Background: an optimization exercise with open tools, aiming at small area, a short achievable clock period and few clock cycles. Do not read the settings as production practice. The RTL was checked by simulation tests, not by an equivalence proof against the original design.

==> run a <==
==> flow/design.v <==
module regfile (
    input  clock,
    input  write_enable,
    input  [4:0] rd_address,
    input  [4:0] rs1_address,
    input  [4:0] rs2_address,
    input  [31:0] rd_data,
    output [31:0] rs1_data,
    output [31:0] rs2_data
);
    logic [31:0] register [1:31];
    assign rs1_data = rs1_address == 5'b0 ? 32'b0 : register[rs1_address];
    assign rs2_data = rs2_address == 5'b0 ? 32'b0 : register[rs2_address];
    always_ff @(posedge clock)
        if (write_enable && rd_address != 5'b0) register[rd_address] <= rd_data;
endmodule
module riscv_multicycle (
    input  clock,
    input  reset,
    output [31:0] bus_address,
    input  [31:0] bus_read_data,
    output [31:0] bus_write_data,
    output [3:0]  bus_byte_enable,
    output        bus_read_enable,
    output        bus_write_enable
);
    logic [31:2] pc_f;
    logic [31:0] ir;
    logic [31:2] pc_d;
    logic        v_d;
    logic        v_e;
    logic [31:0] op_a, op_b, alt;
    logic [4:0]  rd_e;
    logic        e_wr;        
    logic        e_ldw;       
    logic        e_load, e_store, e_branch, e_jalr, e_pred;
    logic        e_sel_alt;   
    logic [2:0]  e_fn;        
    logic        e_sub;       
    logic        e_sra;       
    logic [2:0]  e_f3;        
    logic        fix_a, fix_b, fix_s;   
    logic        m_load, m_store;
    logic [31:2] m_addr;
    logic [1:0]  m_off;
    logic [2:0]  m_f3;
    logic [4:0]  m_rd;
    logic [3:0]  m_be;
    logic        w_we;
    logic [4:0]  w_rd;
    logic [31:0] w_val;
    wire m_act = m_load | m_store;
    wire adv = !m_act;
    assign bus_address      = m_act ? {m_addr, 2'b00} : {pc_f, 2'b00};
    assign bus_read_enable  = !m_store;
    assign bus_write_enable = m_store;
    assign bus_write_data   = w_val;
    assign bus_byte_enable  = m_be;
    logic [7:0]  ld_b;
    logic [15:0] ld_h;
    logic [31:0] ld_data;
    always_comb begin
        case (m_off)
            2'd0: ld_b = bus_read_data[7:0];
            2'd1: ld_b = bus_read_data[15:8];
            2'd2: ld_b = bus_read_data[23:16];
            default: ld_b = bus_read_data[31:24];
        endcase
        ld_h = m_off[1] ? bus_read_data[31:16] : bus_read_data[15:0];
        case (m_f3[1:0])
            2'b00:   ld_data = {{24{ld_b[7] & !m_f3[2]}}, ld_b};
            2'b01:   ld_data = {{16{ld_h[15] & !m_f3[2]}}, ld_h};
            default: ld_data = bus_read_data;
        endcase
    end
    wire [4:0] opc = ir[6:2];
    wire [4:0] rs1 = ir[19:15];
    wire [4:0] rs2 = ir[24:20];
    wire [4:0] rd  = ir[11:7];
    wire [2:0] f3  = ir[14:12];
    wire is_load   = opc == 5'b00000;
    wire is_opimm  = opc == 5'b00100;
    wire is_auipc  = opc == 5'b00101;
    wire is_store  = opc == 5'b01000;
    wire is_op     = opc == 5'b01100;
    wire is_lui    = opc == 5'b01101;
    wire is_branch = opc == 5'b11000;
    wire is_jalr   = opc == 5'b11001;
    wire is_jal    = opc == 5'b11011;
    wire [31:0] imm_i = {{21{ir[31]}}, ir[30:20]};
    wire [31:0] imm_s = {{21{ir[31]}}, ir[30:25], ir[11:7]};
    wire [31:0] imm_b = {{20{ir[31]}}, ir[7], ir[30:25], ir[11:8], 1'b0};
    wire [31:0] imm_u = {ir[31:12], 12'b0};
    wire [31:0] imm_j = {{12{ir[31]}}, ir[19:12], ir[20], ir[30:21], 1'b0};
    wire [31:0] t_imm  = is_branch ? imm_b : is_jal ? imm_j : imm_u;
    wire [31:2] t_base = is_lui ? 30'b0 : pc_d;
    wire [31:2] tadd   = t_base + t_imm[31:2];
    wire pred_taken = is_jal | (is_branch & ir[31]);
    logic [31:0] rf_rs1, rf_rs2;
    regfile regfile (
        .clock          (clock),
        .write_enable   (w_we),
        .rd_address     (w_rd),
        .rs1_address    (rs1),
        .rs2_address    (rs2),
        .rd_data        (w_val),
        .rs1_data       (rf_rs1),
        .rs2_data       (rf_rs2)
    );
    logic [31:0] e_result;
    wire e_fwd = v_e & e_wr;
    wire e_ldf = v_e & e_ldw;
    wire [31:0] byp1 = (e_fwd && rs1 == rd_e) ? e_result :
                       (w_we && rs1 == w_rd)  ? w_val : rf_rs1;
    wire [31:0] byp2 = (e_fwd && rs2 == rd_e) ? e_result :
                       (w_we && rs2 == w_rd)  ? w_val : rf_rs2;
    wire [32:0] as_sum = {1'b0, op_a} + {1'b0, op_b ^ {32{e_sub}}} + {32'b0, e_sub};
    wire [31:0] as_res = as_sum[31:0];
    wire ltu = !as_sum[32];
    wire lt  = (op_a[31] ^ op_b[31]) ? op_a[31] : as_sum[31];
    wire eq  = op_a == op_b;
    logic [31:0] sh_in, sh_rev, shl;
    always_comb
        for (int i = 0; i < 32; i++) sh_in[i] = e_fn[2] ? op_a[i] : op_a[31 - i];
    wire signed [32:0] sh_ext = {e_sra & e_fn[2] & op_a[31], sh_in};
    wire [32:0] shr = sh_ext >>> op_b[4:0];
    always_comb
        for (int i = 0; i < 32; i++) shl[i] = shr[31 - i];
    logic [31:0] alu;
    always_comb
        case (e_fn)
            3'b000:  alu = as_res;
            3'b001:  alu = shl;
            3'b010:  alu = {31'b0, lt};
            3'b011:  alu = {31'b0, ltu};
            3'b100:  alu = op_a ^ op_b;
            3'b101:  alu = shr[31:0];
            3'b110:  alu = op_a | op_b;
            default: alu = op_a & op_b;
        endcase
    wire [31:0] alt_v = !e_store     ? alt :
                        e_f3[1:0] == 2'b00 ? {4{alt[7:0]}} :
                        e_f3[1:0] == 2'b01 ? {2{alt[15:0]}} : alt;
    assign e_result = e_sel_alt ? alt_v : alu;
    wire cond  = e_f3[2] ? (e_f3[1] ? ltu : lt) : eq;
    wire taken = cond ^ e_f3[0];
    wire redir_e = adv & v_e & ((e_branch & (taken ^ e_pred)) | e_jalr);
    wire [31:2] e_target = e_jalr ? as_res[31:2] : alt[31:2];
    wire redir_d = adv & v_d & pred_taken;
    logic [3:0] st_be;
    always_comb
        case (e_f3[1:0])
            2'b00:   st_be = 4'b0001 << as_res[1:0];
            2'b01:   st_be = as_res[1] ? 4'b1100 : 4'b0011;
            default: st_be = 4'b1111;
        endcase
    always_ff @(posedge clock or posedge reset)
        if (reset) begin
            pc_f    <= 30'h00100000;    
            v_d     <= 1'b0;
            v_e     <= 1'b0;
            m_load  <= 1'b0;
            m_store <= 1'b0;
            w_we    <= 1'b0;
        end else begin
            if (adv) begin
                pc_f <= redir_e ? e_target : redir_d ? tadd : pc_f + 30'd1;
                v_d  <= !(redir_e | redir_d);
                v_e  <= v_d & !redir_e;
            end
            m_load  <= adv & v_e & e_load;
            m_store <= adv & v_e & e_store;
            w_we    <= adv ? e_fwd : (m_load && m_rd != 5'b0);
        end
    always_ff @(posedge clock)
        if (adv) begin
            ir   <= bus_read_data;
            pc_d <= pc_f;
        end
    always_ff @(posedge clock)
        if (adv) begin
            op_a      <= byp1;
            op_b      <= (is_op | is_branch) ? byp2 : is_store ? imm_s : imm_i;
            alt       <= is_store ? byp2 :
                         (is_jal | is_jalr | (is_branch & ir[31])) ? {pc_f, 2'b00} :
                         {tadd, 2'b00};
            rd_e      <= rd;
            e_wr      <= (is_op | is_opimm | is_lui | is_auipc | is_jal | is_jalr) && rd != 5'b0;
            e_ldw     <= is_load && rd != 5'b0;
            e_load    <= is_load;
            e_store   <= is_store;
            e_branch  <= is_branch;
            e_jalr    <= is_jalr;
            e_pred    <= ir[31];
            e_sel_alt <= is_lui | is_auipc | is_jal | is_jalr | is_store;
            e_fn      <= (is_op | is_opimm) ? f3 : 3'b000;
            e_sub     <= is_branch | ((is_op | is_opimm) & (f3 == 3'b010 || f3 == 3'b011)) |
                         (is_op & f3 == 3'b000 & ir[30]);
            e_sra     <= ir[30];
            e_f3      <= f3;
            fix_a     <= e_ldf && rs1 == rd_e;
            fix_b     <= e_ldf && rs2 == rd_e && (is_op | is_branch);
            fix_s     <= e_ldf && rs2 == rd_e && is_store;
        end else if (m_load) begin
            if (fix_a) op_a <= ld_data;
            if (fix_b) op_b <= ld_data;
            if (fix_s) alt  <= ld_data;
        end
    always_ff @(posedge clock)
        if (adv) begin
            m_addr <= as_res[31:2];
            m_off  <= as_res[1:0];
            m_f3   <= e_f3;
            m_rd   <= rd_e;
            m_be   <= st_be;
        end
    always_ff @(posedge clock)
        if (adv) begin
            w_rd  <= rd_e;
            w_val <= e_result;
        end else if (m_load) begin
            w_rd  <= m_rd;
            w_val <= ld_data;
        end
endmodule
==> flow/run.sh <==
#!/bin/bash
# synth_recipe.tcl (not shown) runs the flow's synth.tcl, then flattens the netlist and writes it again
# the make line also repeats each setting of config.mk as NAME=value (left out here)
make -C /OpenROAD-flow-scripts/flow DESIGN_CONFIG=/design/flow/config.mk WORK_HOME=/design/flow/orfs CLKGATE_MAP_FILE= SYNTH_SCRIPT=/design/flow/synth_recipe.tcl finish
==> flow/config.mk <==
export PLATFORM = sky130hd
export DESIGN_NAME = riscv_multicycle
export DESIGN_NICKNAME = riscv_multicycle
export VERILOG_FILES = /design/flow/design.v
export SDC_FILE = /design/flow/constraint.sdc
export NUM_CORES = 8
export LEC_CHECK = 0
export CAP_MARGIN = 20
export CORE_MARGIN = 2
export CORE_UTILIZATION = 40
export SLEW_MARGIN = 20
==> flow/constraint.sdc <==
create_clock -name core_clock -period 9.0 [get_ports {clock}]
set_input_delay 1.8000 -clock core_clock [delete_from_list [all_inputs] [get_ports {clock}]]
set_output_delay 1.8000 -clock core_clock [all_outputs]
set_load 0.01 [all_outputs]
==> run b: changes against run a <==
==> flow/design.v (replaced) <==
module regfile (
    input  clock,
    input  write_enable,
    input  [4:0] rd_address,
    input  [4:0] rs1_address,
    input  [4:0] rs2_address,
    input  [31:0] rd_data,
    output [31:0] rs1_data,
    output [31:0] rs2_data
);
    logic [31:0] register [1:31];
    assign rs1_data = rs1_address == 5'b0 ? 32'b0 : register[rs1_address];
    assign rs2_data = rs2_address == 5'b0 ? 32'b0 : register[rs2_address];
    always_ff @(posedge clock)
        if (write_enable && rd_address != 5'b0) register[rd_address] <= rd_data;
endmodule
module riscv_multicycle (
    input  clock,
    input  reset,
    output [31:0] bus_address,
    input  [31:0] bus_read_data,
    output [31:0] bus_write_data,
    output [3:0]  bus_byte_enable,
    output        bus_read_enable,
    output        bus_write_enable
);
    logic [31:2] pc_f;        
    logic [31:2] a_q;         
    logic        v_e;
    logic [31:0] op_a, op_b, alt;
    logic [4:0]  rd_e;
    logic        e_wr;        
    logic        e_ldw;       
    logic        e_load, e_store, e_branch, e_jalr, e_pred;
    logic        e_sel_alt;   
    logic [2:0]  e_fn;        
    logic        e_sub;       
    logic        e_add;       
    logic        e_sra;       
    logic [2:0]  e_f3;        
    logic        fix_a, fix_b, fix_s;   
    logic        m_load, m_store;
    logic [1:0]  m_off;
    logic [2:0]  m_f3;
    logic [4:0]  m_rd;
    logic [3:0]  m_be;
    logic        w_we;
    logic [4:0]  w_rd;
    logic [31:0] w_val;
    wire m_act = m_load | m_store;
    wire adv = !m_act;
    assign bus_address      = {a_q, 2'b00};
    assign bus_read_enable  = !m_store;
    assign bus_write_enable = m_store;
    assign bus_write_data   = w_val;
    assign bus_byte_enable  = m_be;
    logic [7:0]  ld_b;
    logic [15:0] ld_h;
    logic [31:0] ld_data;
    always_comb begin
        case (m_off)
            2'd0: ld_b = bus_read_data[7:0];
            2'd1: ld_b = bus_read_data[15:8];
            2'd2: ld_b = bus_read_data[23:16];
            default: ld_b = bus_read_data[31:24];
        endcase
        ld_h = m_off[1] ? bus_read_data[31:16] : bus_read_data[15:0];
        case (m_f3[1:0])
            2'b00:   ld_data = {{24{ld_b[7] & !m_f3[2]}}, ld_b};
            2'b01:   ld_data = {{16{ld_h[15] & !m_f3[2]}}, ld_h};
            default: ld_data = bus_read_data;
        endcase
    end
    wire [31:0] ir = bus_read_data;
    wire [4:0] opc = ir[6:2];
    wire [4:0] rs1 = ir[19:15];
    wire [4:0] rs2 = ir[24:20];
    wire [4:0] rd  = ir[11:7];
    wire [2:0] f3  = ir[14:12];
    wire is_load   = opc == 5'b00000;
    wire is_opimm  = opc == 5'b00100;
    wire is_auipc  = opc == 5'b00101;
    wire is_store  = opc == 5'b01000;
    wire is_op     = opc == 5'b01100;
    wire is_lui    = opc == 5'b01101;
    wire is_branch = opc == 5'b11000;
    wire is_jalr   = opc == 5'b11001;
    wire is_jal    = opc == 5'b11011;
    wire [31:0] imm_i = {{21{ir[31]}}, ir[30:20]};
    wire [31:0] imm_s = {{21{ir[31]}}, ir[30:25], ir[11:7]};
    wire [31:0] imm_b = {{20{ir[31]}}, ir[7], ir[30:25], ir[11:8], 1'b0};
    wire [31:0] imm_u = {ir[31:12], 12'b0};
    wire [31:0] imm_j = {{12{ir[31]}}, ir[19:12], ir[20], ir[30:21], 1'b0};
    wire [31:2] tgt_b = pc_f + imm_b[31:2];
    wire [31:2] tgt_j = pc_f + imm_j[31:2];
    wire [31:2] tadd  = ir[3] ? tgt_j : tgt_b;
    wire [31:2] inc   = pc_f + 30'd1;
    wire pred_taken = is_jal | (is_branch & ir[31]);
    logic [31:0] rf_rs1, rf_rs2;
    regfile regfile (
        .clock          (clock),
        .write_enable   (w_we),
        .rd_address     (w_rd),
        .rs1_address    (rs1),
        .rs2_address    (rs2),
        .rd_data        (w_val),
        .rs1_data       (rf_rs1),
        .rs2_data       (rf_rs2)
    );
    logic [31:0] e_result, e_other, as_res;
    wire e_fwd = v_e & e_wr;
    wire e_ldf = v_e & e_ldw;
    wire e1 = e_fwd && rs1 == rd_e && !is_auipc;
    wire e2 = e_fwd && rs2 == rd_e;
    wire [31:0] nb1 = is_auipc ? {pc_f, 2'b00} : (w_we && rs1 == w_rd) ? w_val : rf_rs1;
    wire [31:0] nb2 = (w_we && rs2 == w_rd) ? w_val : rf_rs2;
    wire [31:0] byp1 = !e1 ? nb1 : e_add ? as_res : e_other;
    wire [31:0] byp2 = !e2 ? nb2 : e_add ? as_res : e_other;
    wire sub_next = is_op & f3 == 3'b000 & ir[30];
    wire [31:0] imm_b_next = is_store ? imm_s : is_auipc ? imm_u : imm_i;
    wire [31:0] opb_next = (is_op | is_branch) ? (byp2 ^ {32{sub_next}}) :
                           (imm_b_next ^ {32{sub_next}});
    assign as_res = op_a + op_b + {31'b0, e_sub};
    wire lt31 = op_a[30:0] < op_b[30:0];
    wire sdif = op_a[31] ^ op_b[31];
    wire ltu  = sdif ? op_b[31] : lt31;
    wire lt   = sdif ? op_a[31] : lt31;
    wire eq   = op_a == op_b;
    logic [31:0] sh_in, shl;
    always_comb
        for (int i = 0; i < 32; i++) sh_in[i] = e_fn[2] ? op_a[i] : op_a[31 - i];
    wire signed [32:0] sh_ext = {e_sra & e_fn[2] & op_a[31], sh_in};
    wire [32:0] shr = sh_ext >>> op_b[4:0];
    always_comb
        for (int i = 0; i < 32; i++) shl[i] = shr[31 - i];
    logic [31:0] alu;
    always_comb
        case (e_fn)
            3'b001:  alu = shl;
            3'b010:  alu = {31'b0, lt};
            3'b011:  alu = {31'b0, ltu};
            3'b100:  alu = op_a ^ op_b;
            3'b101:  alu = shr[31:0];
            3'b110:  alu = op_a | op_b;
            default: alu = op_a & op_b;
        endcase
    wire [31:0] alt_v = !e_store     ? alt :
                        e_f3[1:0] == 2'b00 ? {4{alt[7:0]}} :
                        e_f3[1:0] == 2'b01 ? {2{alt[15:0]}} : alt;
    assign e_other  = e_sel_alt ? alt_v : alu;
    assign e_result = e_add ? as_res : e_other;
    wire cond  = e_f3[2] ? (e_f3[1] ? ltu : lt) : eq;
    wire taken = cond ^ e_f3[0];
    wire redir_b = v_e & e_branch & (taken ^ e_pred);
    wire e_jr    = v_e & e_jalr;
    wire e_mem   = v_e & (e_load | e_store);
    wire redir_e = redir_b | e_jr;
    wire [31:2] npc_f = e_jr ? as_res[31:2] : pred_taken ? tadd : inc;
    wire [31:2] npc   = redir_b ? alt[31:2] : npc_f;
    wire [31:2] na_q  = redir_b ? alt[31:2] : e_mem ? as_res[31:2] : npc_f;
    logic [3:0] st_be;
    always_comb
        case (e_f3[1:0])
            2'b00:   st_be = 4'b0001 << as_res[1:0];
            2'b01:   st_be = as_res[1] ? 4'b1100 : 4'b0011;
            default: st_be = 4'b1111;
        endcase
    always_ff @(posedge clock or posedge reset)
        if (reset) begin
            pc_f    <= 30'h00100000;    
            a_q     <= 30'h00100000;
            v_e     <= 1'b0;
            m_load  <= 1'b0;
            m_store <= 1'b0;
            w_we    <= 1'b0;
        end else begin
            if (adv) begin
                pc_f <= npc;
                a_q  <= na_q;
                v_e  <= !redir_e;
            end else
                a_q  <= pc_f;
            m_load  <= adv & v_e & e_load;
            m_store <= adv & v_e & e_store;
            w_we    <= adv ? e_fwd : (m_load && m_rd != 5'b0);
        end
    always_ff @(posedge clock)
        if (adv) begin
            op_a      <= byp1;
            op_b      <= opb_next;
            alt       <= is_store ? byp2 :
                         (is_jal | is_jalr | (is_branch & ir[31])) ? {inc, 2'b00} :
                         is_lui ? imm_u : {tgt_b, 2'b00};
            rd_e      <= rd;
            e_wr      <= (is_op | is_opimm | is_lui | is_auipc | is_jal | is_jalr) && rd != 5'b0;
            e_ldw     <= is_load && rd != 5'b0;
            e_load    <= is_load;
            e_store   <= is_store;
            e_branch  <= is_branch;
            e_jalr    <= is_jalr;
            e_pred    <= ir[31];
            e_sel_alt <= is_lui | is_jal | is_jalr | is_store;
            e_add     <= ((is_op | is_opimm) & f3 == 3'b000) | is_auipc;
            e_fn      <= f3;
            e_sub     <= sub_next;
            e_sra     <= ir[30];
            e_f3      <= f3;
            fix_a     <= e_ldf && rs1 == rd_e && !is_auipc;
            fix_b     <= e_ldf && rs2 == rd_e && (is_op | is_branch);
            fix_s     <= e_ldf && rs2 == rd_e && is_store;
        end else if (m_load) begin
            if (fix_a) op_a <= ld_data;
            if (fix_b) op_b <= ld_data ^ {32{e_sub}};
            if (fix_s) alt  <= ld_data;
        end
    always_ff @(posedge clock) begin
        m_off <= as_res[1:0];
        m_f3  <= e_f3;
        m_rd  <= rd_e;
        m_be  <= st_be;
    end
    always_ff @(posedge clock) begin
        w_rd  <= adv ? rd_e : m_rd;
        w_val <= adv ? e_result : ld_data;
    end
endmodule
--- a/flow/config.mk
+++ b/flow/config.mk
@@ -8,4 +8,5 @@
 export CAP_MARGIN = 20
 export CORE_MARGIN = 2
 export CORE_UTILIZATION = 40
+export SETUP_SLACK_MARGIN = 5
 export SLEW_MARGIN = 20
==> run c: changes against run a <==
--- a/flow/design.v
+++ b/flow/design.v
@@ -24,10 +24,8 @@
     output        bus_read_enable,
     output        bus_write_enable
 );
-    logic [31:2] pc_f;
-    logic [31:0] ir;
-    logic [31:2] pc_d;
-    logic        v_d;
+    logic [31:2] pc_f;        
+    logic [31:2] a_q;         
     logic        v_e;
     logic [31:0] op_a, op_b, alt;
     logic [4:0]  rd_e;
@@ -41,7 +39,6 @@
     logic [2:0]  e_f3;        
     logic        fix_a, fix_b, fix_s;   
     logic        m_load, m_store;
-    logic [31:2] m_addr;
     logic [1:0]  m_off;
     logic [2:0]  m_f3;
     logic [4:0]  m_rd;
@@ -51,7 +48,7 @@
     logic [31:0] w_val;
     wire m_act = m_load | m_store;
     wire adv = !m_act;
-    assign bus_address      = m_act ? {m_addr, 2'b00} : {pc_f, 2'b00};
+    assign bus_address      = {a_q, 2'b00};
     assign bus_read_enable  = !m_store;
     assign bus_write_enable = m_store;
     assign bus_write_data   = w_val;
@@ -73,6 +70,7 @@
             default: ld_data = bus_read_data;
         endcase
     end
+    wire [31:0] ir = bus_read_data;
     wire [4:0] opc = ir[6:2];
     wire [4:0] rs1 = ir[19:15];
     wire [4:0] rs2 = ir[24:20];
@@ -92,9 +90,9 @@
     wire [31:0] imm_b = {{20{ir[31]}}, ir[7], ir[30:25], ir[11:8], 1'b0};
     wire [31:0] imm_u = {ir[31:12], 12'b0};
     wire [31:0] imm_j = {{12{ir[31]}}, ir[19:12], ir[20], ir[30:21], 1'b0};
-    wire [31:0] t_imm  = is_branch ? imm_b : is_jal ? imm_j : imm_u;
-    wire [31:2] t_base = is_lui ? 30'b0 : pc_d;
-    wire [31:2] tadd   = t_base + t_imm[31:2];
+    wire [31:0] t_imm = ir[6] ? (ir[3] ? imm_j : imm_b) : imm_u;
+    wire [31:2] tadd  = pc_f + t_imm[31:2];
+    wire [31:2] inc   = pc_f + 30'd1;
     wire pred_taken = is_jal | (is_branch & ir[31]);
     logic [31:0] rf_rs1, rf_rs2;
     regfile regfile (
@@ -119,7 +117,7 @@
     wire ltu = !as_sum[32];
     wire lt  = (op_a[31] ^ op_b[31]) ? op_a[31] : as_sum[31];
     wire eq  = op_a == op_b;
-    logic [31:0] sh_in, sh_rev, shl;
+    logic [31:0] sh_in, shl;
     always_comb
         for (int i = 0; i < 32; i++) sh_in[i] = e_fn[2] ? op_a[i] : op_a[31 - i];
     wire signed [32:0] sh_ext = {e_sra & e_fn[2] & op_a[31], sh_in};
@@ -144,9 +142,10 @@
     assign e_result = e_sel_alt ? alt_v : alu;
     wire cond  = e_f3[2] ? (e_f3[1] ? ltu : lt) : eq;
     wire taken = cond ^ e_f3[0];
-    wire redir_e = adv & v_e & ((e_branch & (taken ^ e_pred)) | e_jalr);
+    wire redir_e = v_e & ((e_branch & (taken ^ e_pred)) | e_jalr);
     wire [31:2] e_target = e_jalr ? as_res[31:2] : alt[31:2];
-    wire redir_d = adv & v_d & pred_taken;
+    wire e_mem = v_e & (e_load | e_store);
+    wire [31:2] npc = redir_e ? e_target : pred_taken ? tadd : inc;
     logic [3:0] st_be;
     always_comb
         case (e_f3[1:0])
@@ -157,33 +156,29 @@
     always_ff @(posedge clock or posedge reset)
         if (reset) begin
             pc_f    <= 30'h00100000;    
-            v_d     <= 1'b0;
+            a_q     <= 30'h00100000;
             v_e     <= 1'b0;
             m_load  <= 1'b0;
             m_store <= 1'b0;
             w_we    <= 1'b0;
         end else begin
             if (adv) begin
-                pc_f <= redir_e ? e_target : redir_d ? tadd : pc_f + 30'd1;
-                v_d  <= !(redir_e | redir_d);
-                v_e  <= v_d & !redir_e;
-            end
+                pc_f <= npc;
+                a_q  <= e_mem ? as_res[31:2] : npc;
+                v_e  <= !redir_e;
+            end else
+                a_q  <= pc_f;
             m_load  <= adv & v_e & e_load;
             m_store <= adv & v_e & e_store;
             w_we    <= adv ? e_fwd : (m_load && m_rd != 5'b0);
         end
     always_ff @(posedge clock)
         if (adv) begin
-            ir   <= bus_read_data;
-            pc_d <= pc_f;
-        end
-    always_ff @(posedge clock)
-        if (adv) begin
             op_a      <= byp1;
             op_b      <= (is_op | is_branch) ? byp2 : is_store ? imm_s : imm_i;
             alt       <= is_store ? byp2 :
-                         (is_jal | is_jalr | (is_branch & ir[31])) ? {pc_f, 2'b00} :
-                         {tadd, 2'b00};
+                         (is_jal | is_jalr | (is_branch & ir[31])) ? {inc, 2'b00} :
+                         is_lui ? imm_u : {tadd, 2'b00};
             rd_e      <= rd;
             e_wr      <= (is_op | is_opimm | is_lui | is_auipc | is_jal | is_jalr) && rd != 5'b0;
             e_ldw     <= is_load && rd != 5'b0;
@@ -206,20 +201,14 @@
             if (fix_b) op_b <= ld_data;
             if (fix_s) alt  <= ld_data;
         end
-    always_ff @(posedge clock)
-        if (adv) begin
-            m_addr <= as_res[31:2];
-            m_off  <= as_res[1:0];
-            m_f3   <= e_f3;
-            m_rd   <= rd_e;
-            m_be   <= st_be;
-        end
-    always_ff @(posedge clock)
-        if (adv) begin
-            w_rd  <= rd_e;
-            w_val <= e_result;
-        end else if (m_load) begin
-            w_rd  <= m_rd;
-            w_val <= ld_data;
-        end
+    always_ff @(posedge clock) begin
+        m_off <= as_res[1:0];
+        m_f3  <= e_f3;
+        m_rd  <= rd_e;
+        m_be  <= st_be;
+    end
+    always_ff @(posedge clock) begin
+        w_rd  <= adv ? rd_e : m_rd;
+        w_val <= adv ? e_result : ld_data;
+    end
 endmodule
--- a/flow/config.mk
+++ b/flow/config.mk
@@ -8,4 +8,5 @@
 export CAP_MARGIN = 20
 export CORE_MARGIN = 2
 export CORE_UTILIZATION = 40
+export SETUP_SLACK_MARGIN = 5
 export SLEW_MARGIN = 20
==> impl_metrics.tcl <==
set metrics [dict create \
    drt-met1-wl_um 97800 \
    ys_types 92 \
    cp_max_fo 78 \
    status "finished clean" \
    finalNonFillerCells 7405 \
    period_needed_ns 5.66 \
    drive_above_1_share 0.214 \
]
-- figures above: run a

==> impl_metrics.tcl <==
set metrics [dict create \
    status "finished clean" \
    cp_max_fo 7 \
    drt-met1-wl_um 99600 \
    period_needed_ns 4.23 \
    finalNonFillerCells 7431 \
    ys_types 99 \
]
-- figures above: run c

==> impl_metrics.tcl <==
set metrics [dict create \
    status "finished clean" \
    drive_above_1_share 0.284 \
    ys_types 99 \
    drt-met1-wl_um 109000 \
    cp_max_fo 13 \
]
-- figures above: run b

Testbench counts of run a, summed over its fixed seeds: cycles 162,825.
Testbench counts of run b, summed over its fixed seeds: cycles 139,551.
Testbench counts of run c, summed over its fixed seeds: cycles 139,551.

[separate check: timing with driven ports]
Ports are ideal in the flow. The routed layouts listed here were re-timed in OpenROAD. Step 1 sets driving cells, clkbuf_16 on the clock port and buf_2 on the other inputs (assumed; they add their load-dependent delay and slew). Step 2, shift: input delay + t, output delay - t, t = (earliest + latest rising clock arrival at the registers) / 2. This alone moves slack from input paths to output paths. Three values: ideal, step 1, step 2; two values: the first two.
| run | t, ns | setup slack, ns | clock arrival spread, ns | worst register clock-pin slew, ns |
|---|---|---|---|---|
| run a | 0.871 | 3.342 / 3.256 / 3.544 | 0.058 / 0.058 | 0.07 / 0.07 |
| run b | 0.867 | 4.792 / 4.758 / 3.891 | 0.051 / 0.050 | 0.07 / 0.07 |
| run c | 0.863 | 4.769 / 4.673 / 3.809 | 0.065 / 0.065 | 0.07 / 0.07 |
After both steps setup and hold are still met in every run listed. For run c, which loses most, drivers alone change the setup slack by -0.096 ns; drivers and shift together by -0.960 ns.
